Source: an optimization exercise on an open RTL-to-GDS flow (aim: small area and few clock cycles). Production flows keep margins and buffers that such runs may drop. At most, simulation tests tie the RTL to the original design; equivalence was not proved. The clock port is modelled as an ideal driver, which makes a skipped or thinned clock tree look cheaper than it is; a real chip needs a root buffer or a tree. No activity file was given, so power comes from the tool's default toggle rates.

== 03-06 ==
==> flow/design.v (excerpt) <==
module data_pipe_1ton #(
    parameter   DSIZE   = 8,
    parameter   NSIZE   = 8
)(
    input                           clock,
    input                           rst_n,
    input [DSIZE-1:0]               wr_data,
    input                           wr_vld,
    output logic                    wr_ready,
    input                           wr_align_last,
    output logic[DSIZE*NSIZE-1:0]   rd_data,
    output logic                    rd_vld,
    input                           rd_ready
);
localparam CW = (NSIZE <= 2) ? 1 : (NSIZE <= 4) ? 2 : (NSIZE <= 8) ? 3 : (NSIZE <= 16) ? 4 : (NSIZE <= 32) ? 5 : (NSIZE <= 64) ? 6 : (NSIZE <= 128) ? 7 : 8;
logic [CW-1:0]  cnt;         
logic           word_vld;
logic           accept;
logic           last;
assign last     = (cnt == NSIZE-1);
assign wr_ready = !word_vld || rd_ready;
assign accept   = wr_vld && wr_ready;
assign rd_vld   = word_vld;
always @(posedge clock, negedge rst_n) begin
    if (!rst_n) begin
        cnt      <= '0;
        word_vld <= 1'b0;
    end else begin
        if (accept) begin
            if (last || wr_align_last) cnt <= '0;
            else                       cnt <= cnt + 1'b1;
        end
        if (accept && last)  word_vld <= 1'b1;
        else if (rd_ready)   word_vld <= 1'b0;
    end
end
always @(posedge clock) begin
    if (accept)
        rd_data <= {rd_data[DSIZE*(NSIZE-1)-1:0], wr_data};
end
endmodule
Size: ~68 flip-flops, about 79 I/O pins.
==> module data_pipe_1ton, before the edit <==
module data_pipe_1ton #(
    parameter   DSIZE   = 8,
    parameter   NSIZE   = 8
)(
    input                           clock,
    input                           rst_n,
    input [DSIZE-1:0]               wr_data,
    input                           wr_vld,
    output logic                    wr_ready,
    input                           wr_align_last,
    output logic[DSIZE*NSIZE-1:0]   rd_data,
    output logic                    rd_vld,
    input                           rd_ready
);
localparam CW = (NSIZE <= 2) ? 1 : (NSIZE <= 4) ? 2 : (NSIZE <= 8) ? 3 : (NSIZE <= 16) ? 4 : (NSIZE <= 32) ? 5 : (NSIZE <= 64) ? 6 : (NSIZE <= 128) ? 7 : 8;
logic [CW-1:0]  cnt;         
logic           word_vld;
logic           accept;
logic           last;
assign last     = (cnt == NSIZE-1);
assign wr_ready = !word_vld || rd_ready;
assign accept   = wr_vld && wr_ready;
assign rd_vld   = word_vld;
always @(posedge clock, negedge rst_n) begin
    if (!rst_n) begin
        cnt      <= '0;
        word_vld <= 1'b0;
    end else begin
        if (accept) begin
            if (last || wr_align_last) cnt <= '0;
            else                       cnt <= cnt + 1'b1;
        end
        if (accept && last)  word_vld <= 1'b1;
        else if (rd_ready)   word_vld <= 1'b0;
    end
end
always @(posedge clock) begin
    if (accept)
        rd_data <= {rd_data[DSIZE*(NSIZE-1)-1:0], wr_data};
end
endmodule
Settings: LEC_CHECK=0, ABC_AREA=1, CAP_MARGIN=20, CORE_AREA=2 2 60 60, DIE_AREA=0 0 62 62, PLACE_DENSITY=0.8, SLEW_MARGIN=20; clock period 5.0 ns.
standard.sh (not shown) runs the stock make flow with config.mk's settings and CLKGATE_MAP_FILE= SYNTH_SCRIPT=/design/flow/synth_recipe.tcl, a recipe that flattens the netlist after the stock synthesis.
==> flow/flow/run.sh <==
#!/bin/bash
# Standard ORFS layout, with the smallest buffer on the ports and a one-level
# clock tree built by flow/pre_cts.tcl in place of ORFS's CTS.
export BUFFER_PORTS_ARGS="-buffer_cell sky130_fd_sc_hd__buf_1"
export PRE_CTS_TCL="$PWD/flow/pre_cts.tcl"
bash standard.sh finish > standard.log 2>&1
Other scripts of this flow, unchanged in this note and not shown: flow/flow/ctsbuf.tcl, flow/flow/pre_cts.tcl
Relative to 03-06, the following input files were edited for 10-17:
==> flow/design.v <==
`timescale 1ns/1ps
module data_pipe_1ton #(
    parameter   DSIZE   = 8,
    parameter   NSIZE   = 8
)(
    input                           clock,
    input                           rst_n,
    input [DSIZE-1:0]               wr_data,
    input                           wr_vld,
    output logic                    wr_ready,
    input                           wr_align_last,
    output logic[DSIZE*NSIZE-1:0]   rd_data,
    output logic                    rd_vld,
    input                           rd_ready
);
localparam CW = (NSIZE <= 2) ? 1 : (NSIZE <= 4) ? 2 : (NSIZE <= 8) ? 3 : (NSIZE <= 16) ? 4 : (NSIZE <= 32) ? 5 : (NSIZE <= 64) ? 6 : (NSIZE <= 128) ? 7 : 8;
logic [CW-1:0]                  cnt;         
logic [CW-1:0]                  cnt_next;    
logic [DSIZE*(NSIZE-1)-1:0]     sr;
logic                           accept;
logic                           last;
generate
if (NSIZE == 8) begin : g_seq8
    assign cnt_next = {cnt[1:0], (cnt[2] ~^ (cnt[0] & ~cnt[1]))};
    assign last     = (cnt == 3'b100);
end else begin : g_bin
    assign cnt_next = (cnt == NSIZE-1) ? '0 : cnt + 1'b1;
    assign last     = (cnt == NSIZE-1);
end
endgenerate
assign wr_ready = !last || rd_ready;
assign accept   = wr_vld && wr_ready;
assign rd_vld   = wr_vld && rd_ready && last;
assign rd_data  = {sr, wr_data};
logic shift, hold;
assign shift = accept && !wr_align_last;
assign hold  = !accept;
always @(posedge clock, negedge rst_n) begin
    if (!rst_n)
        cnt <= '0;
    else
        cnt <= ({CW{shift}} & cnt_next) | ({CW{hold}} & cnt);
end
always @(posedge clock) begin
    if (accept)
        sr <= {sr[DSIZE*(NSIZE-2)-1:0], wr_data};
end
endmodule
==> summary.txt <==
Delta (10-17 minus 03-06): routed wire length went down by 15%, biggest fanout along the worst timing path went up by 2, final area went down by about 12%, combinational power went up by about 3.7%, layout-stage area growth over the synthesis result went down by 2.5 points.
The synthesized cell area of 10-17 was superior to that of 03-06.
Total met2 wirelength after detailed routing down 21% in 10-17 wrt 03-06
Relative to 03-06, multi-input logic area has decreased by about 17% in 10-17.
10-17 against 03-06: period utilization grew by 2.8 points, sequential cell count shrank by about 13%, number of port buffers held steady.
Testbench counts of 10-17, summed over its fixed seeds: cycles 25,600.
Only the layout flow was run in 03-06; the RTL was not checked for function there. No run of this note takes its clock network from TritonCTS; it comes from the design's own scripts or RTL.


Starting RTL as in the previous note.
## data_pipe_1ton
module data_pipe_1ton #(
    parameter   DSIZE   = 8,
    parameter   NSIZE   = 8
)(
    input                           clock,
    input                           rst_n,
    input [DSIZE-1:0]               wr_data,
    input                           wr_vld,
    output logic                    wr_ready,
    input                           wr_align_last,
    output logic[DSIZE*NSIZE-1:0]   rd_data,
    output logic                    rd_vld,
    input                           rd_ready
);
Settings: LEC_CHECK=0, CAP_MARGIN=20, CORE_AREA=2 2 60 60, DIE_AREA=0 0 62 62, PLACE_DENSITY=0.8, SLEW_MARGIN=20; clock period 5.0 ns.
==> flow/flow/run.sh <==
#!/bin/bash
# Standard ORFS layout, with smaller port buffers and a lighter clock tree.
export BUFFER_PORTS_ARGS="-buffer_cell sky130_fd_sc_hd__buf_1"
export CTS_ARGS="-sink_clustering_enable -repair_clock_nets -dont_use_dummy_load -buf_list sky130_fd_sc_hd__clkbuf_4 -root_buf sky130_fd_sc_hd__clkbuf_4 -sink_clustering_size 20"
bash standard.sh finish > standard.log 2>&1
The first run went through all stages and came out clean.
==> next run, changes <==
==> flow/design.v (replaced) <==
`timescale 1ns/1ps
module data_pipe_1ton #(
    parameter   DSIZE   = 8,
    parameter   NSIZE   = 8
)(
    input                           clock,
    input                           rst_n,
    input [DSIZE-1:0]               wr_data,
    input                           wr_vld,
    output logic                    wr_ready,
    input                           wr_align_last,
    output logic[DSIZE*NSIZE-1:0]   rd_data,
    output logic                    rd_vld,
    input                           rd_ready
);
localparam CW = (NSIZE <= 2) ? 1 : (NSIZE <= 4) ? 2 : (NSIZE <= 8) ? 3 : (NSIZE <= 16) ? 4 : (NSIZE <= 32) ? 5 : (NSIZE <= 64) ? 6 : (NSIZE <= 128) ? 7 : 8;
logic [CW-1:0]                  cnt;
logic [DSIZE*(NSIZE-1)-1:0]     sr;
logic                           accept;
logic                           last;
assign last     = (cnt == NSIZE-1);
assign wr_ready = !last || rd_ready;
assign accept   = wr_vld && wr_ready;
assign rd_vld   = wr_vld && rd_ready && last;
assign rd_data  = {sr, wr_data};
always @(posedge clock, negedge rst_n) begin
    if (!rst_n)
        cnt <= '0;
    else if (accept) begin
        if (last || wr_align_last) cnt <= '0;
        else                       cnt <= cnt + 1'b1;
    end
end
always @(posedge clock) begin
    if (accept)
        sr <= {sr[DSIZE*(NSIZE-2)-1:0], wr_data};
end
endmodule
What happened:
- cell area drops by 12%
- clock skew drops by 8.6 ps
- setup slack gets worse by 130 ps
- core utilization drops by 9.0 points
- synthesized cell count drops by 4.9%
- global-route usage drops by 1.8 points
- fmax drops by 5.0%
- via count drops by 8.6%
- total power drops by 12%
- die area stays the same
Testbench counts after the change, summed over its fixed seeds: cycles 25,600.
For the first run of this note, only the layout was checked, not whether the RTL still works.


branch zinc:
data_pipe_1ton with an RTL version that a note above also has.
Size in the first run: ~77 cells after synthesis, ~59 flip-flops, roughly 1900 um^2 of cells after synthesis.
==> module data_pipe_1ton, before the edit <==
module data_pipe_1ton #(
    parameter   DSIZE   = 8,
    parameter   NSIZE   = 8
)(
    input                           clock,
    input                           rst_n,
    input [DSIZE-1:0]               wr_data,
    input                           wr_vld,
    output logic                    wr_ready,
    input                           wr_align_last,
    output logic[DSIZE*NSIZE-1:0]   rd_data,
    output logic                    rd_vld,
    input                           rd_ready
);
localparam CW = (NSIZE <= 2) ? 1 : (NSIZE <= 4) ? 2 : (NSIZE <= 8) ? 3 : (NSIZE <= 16) ? 4 : (NSIZE <= 32) ? 5 : (NSIZE <= 64) ? 6 : (NSIZE <= 128) ? 7 : 8;
logic [CW-1:0]                  cnt;
logic [DSIZE*(NSIZE-1)-1:0]     sr;
logic                           accept;
logic                           last;
assign last     = (cnt == NSIZE-1);
assign wr_ready = !last || rd_ready;
assign accept   = wr_vld && wr_ready;
assign rd_vld   = wr_vld && rd_ready && last;
assign rd_data  = {sr, wr_data};
always @(posedge clock, negedge rst_n) begin
    if (!rst_n)
        cnt <= '0;
    else if (accept) begin
        if (last || wr_align_last) cnt <= '0;
        else                       cnt <= cnt + 1'b1;
    end
end
always @(posedge clock) begin
    if (accept)
        sr <= {sr[DSIZE*(NSIZE-2)-1:0], wr_data};
end
endmodule
clock: 5.0 ns
lec_check: 0
cap_margin: 20
core_margin: 2
core_utilization: 40
place_density: 0.6
slew_margin: 20
run.sh (not shown) runs the stock make flow with config.mk's settings and CLKGATE_MAP_FILE= SYNTH_SCRIPT=/design/flow/synth_recipe.tcl, a recipe that flattens the netlist after the stock synthesis.
Stock flow here: none of the scripts above is used.
Testbench counts of branch zinc, summed over its fixed seeds: cycles 25,600.
The inputs of branch pepper differ from those of branch zinc as listed below.
==> flow/design.v <==
`timescale 1ns/1ps
module data_pipe_1ton #(
    parameter   DSIZE   = 8,
    parameter   NSIZE   = 8
)(
    input                           clock,
    input                           rst_n,
    input [DSIZE-1:0]               wr_data,
    input                           wr_vld,
    output logic                    wr_ready,
    input                           wr_align_last,
    output logic[DSIZE*NSIZE-1:0]   rd_data,
    output logic                    rd_vld,
    input                           rd_ready
);
localparam CW = (NSIZE <= 2) ? 1 : (NSIZE <= 4) ? 2 : (NSIZE <= 8) ? 3 : (NSIZE <= 16) ? 4 : (NSIZE <= 32) ? 5 : (NSIZE <= 64) ? 6 : (NSIZE <= 128) ? 7 : 8;
logic [CW-1:0]  cnt;
logic           word_vld;
logic           accept;
logic           last;
assign wr_ready = !word_vld || rd_ready;
assign accept   = wr_vld && wr_ready;
assign last     = (cnt == NSIZE-1);
assign rd_vld   = word_vld;
always @(posedge clock, negedge rst_n) begin
    if (!rst_n) begin
        cnt      <= '0;
        word_vld <= 1'b0;
    end else begin
        if (accept) begin
            if (last || wr_align_last) cnt <= '0;
            else                       cnt <= cnt + 1'b1;
        end
        if (accept && last)  word_vld <= 1'b1;
        else if (rd_ready)   word_vld <= 1'b0;
    end
end
genvar i;
generate
for (i = 0; i < NSIZE; i = i + 1) begin : g_lane
    always @(posedge clock) begin
        if (accept && cnt == i)
            rd_data[DSIZE*(NSIZE-i)-1 -: DSIZE] <= wr_data;
    end
end
endgenerate
endmodule
[summary]
- Power dissipated in combinational cells went down by more than 10% going from branch zinc to branch pepper.
- The die used by branch pepper is larger than the one used by branch zinc.
- Final cell count (higher): branch pepper
- Taking branch zinc as the reference, in branch pepper final critical path time including I/O delays and setup down 72 ps, number of global-route vias before repair up 162.
- Going from branch zinc to branch pepper, instance area at placement increased by about 15% relative to the old numbers, boundary pin count closely matched the old numbers, final wirelength increased by 44% relative to the old numbers, number of enable flip-flop cells after synthesis increased by 8 relative to the old numbers, number of filler cells placed in the layout increased by 23% relative to the old numbers.
- Synthesized cell count: branch pepper > branch zinc
- Power after layout: branch pepper and branch zinc compared, lower one is branch zinc
- Worst hold slack: branch pepper vs branch zinc up 120 ps
Testbench counts of branch pepper, summed over its fixed seeds: cycles 25,608.

==> afterwards: timing with drivers on the ports <==
No port has a modelled driver above. Below, the same layouts with a new extraction and two added sets of constraints. Step 1: set_driving_cell puts a clkbuf_16 on clock and a buf_2 on each other input, an assumption about the parent block. Step 2, shift: input delay + t, output delay - t, t = (earliest + latest rising clock arrival at the registers) / 2. This alone moves slack from input paths to output paths. a / b / c = ideal ports / drivers / drivers and shift; a / b = the first two.
| run | t, ns | slack for setup (ns) | latest minus earliest clock arrival (ns) | worst slew at a driven data input, ns |
|---|---|---|---|---|
| 03-06 | 0.197 | 2.593 / 2.571 / 2.468 | 0.029 / 0.029 | 0.03 |
| 10-17 | 0.191 | 2.451 / 2.430 / 2.381 | 0.025 / 0.024 | 0.03 |
| the first run of note 2 | 0.376 | 2.587 / 2.534 / 2.534 | 0.028 / 0.028 | 0.05 |
| the second run of note 2 | 0.369 | 2.459 / 2.436 / 2.394 | 0.019 / 0.019 | 0.04 |
| branch zinc | 0.343 | 1.785 / 1.756 / 1.756 | 0.005 / 0.004 | 0.03 |
| branch pepper | 0.349 | 1.856 / 1.829 / 1.829 | 0.006 / 0.006 | 0.03 |
After both steps every run listed still meets setup and hold. For 03-06, which loses most, drivers alone change the setup slack by -0.022 ns; drivers and shift together by -0.125 ns.
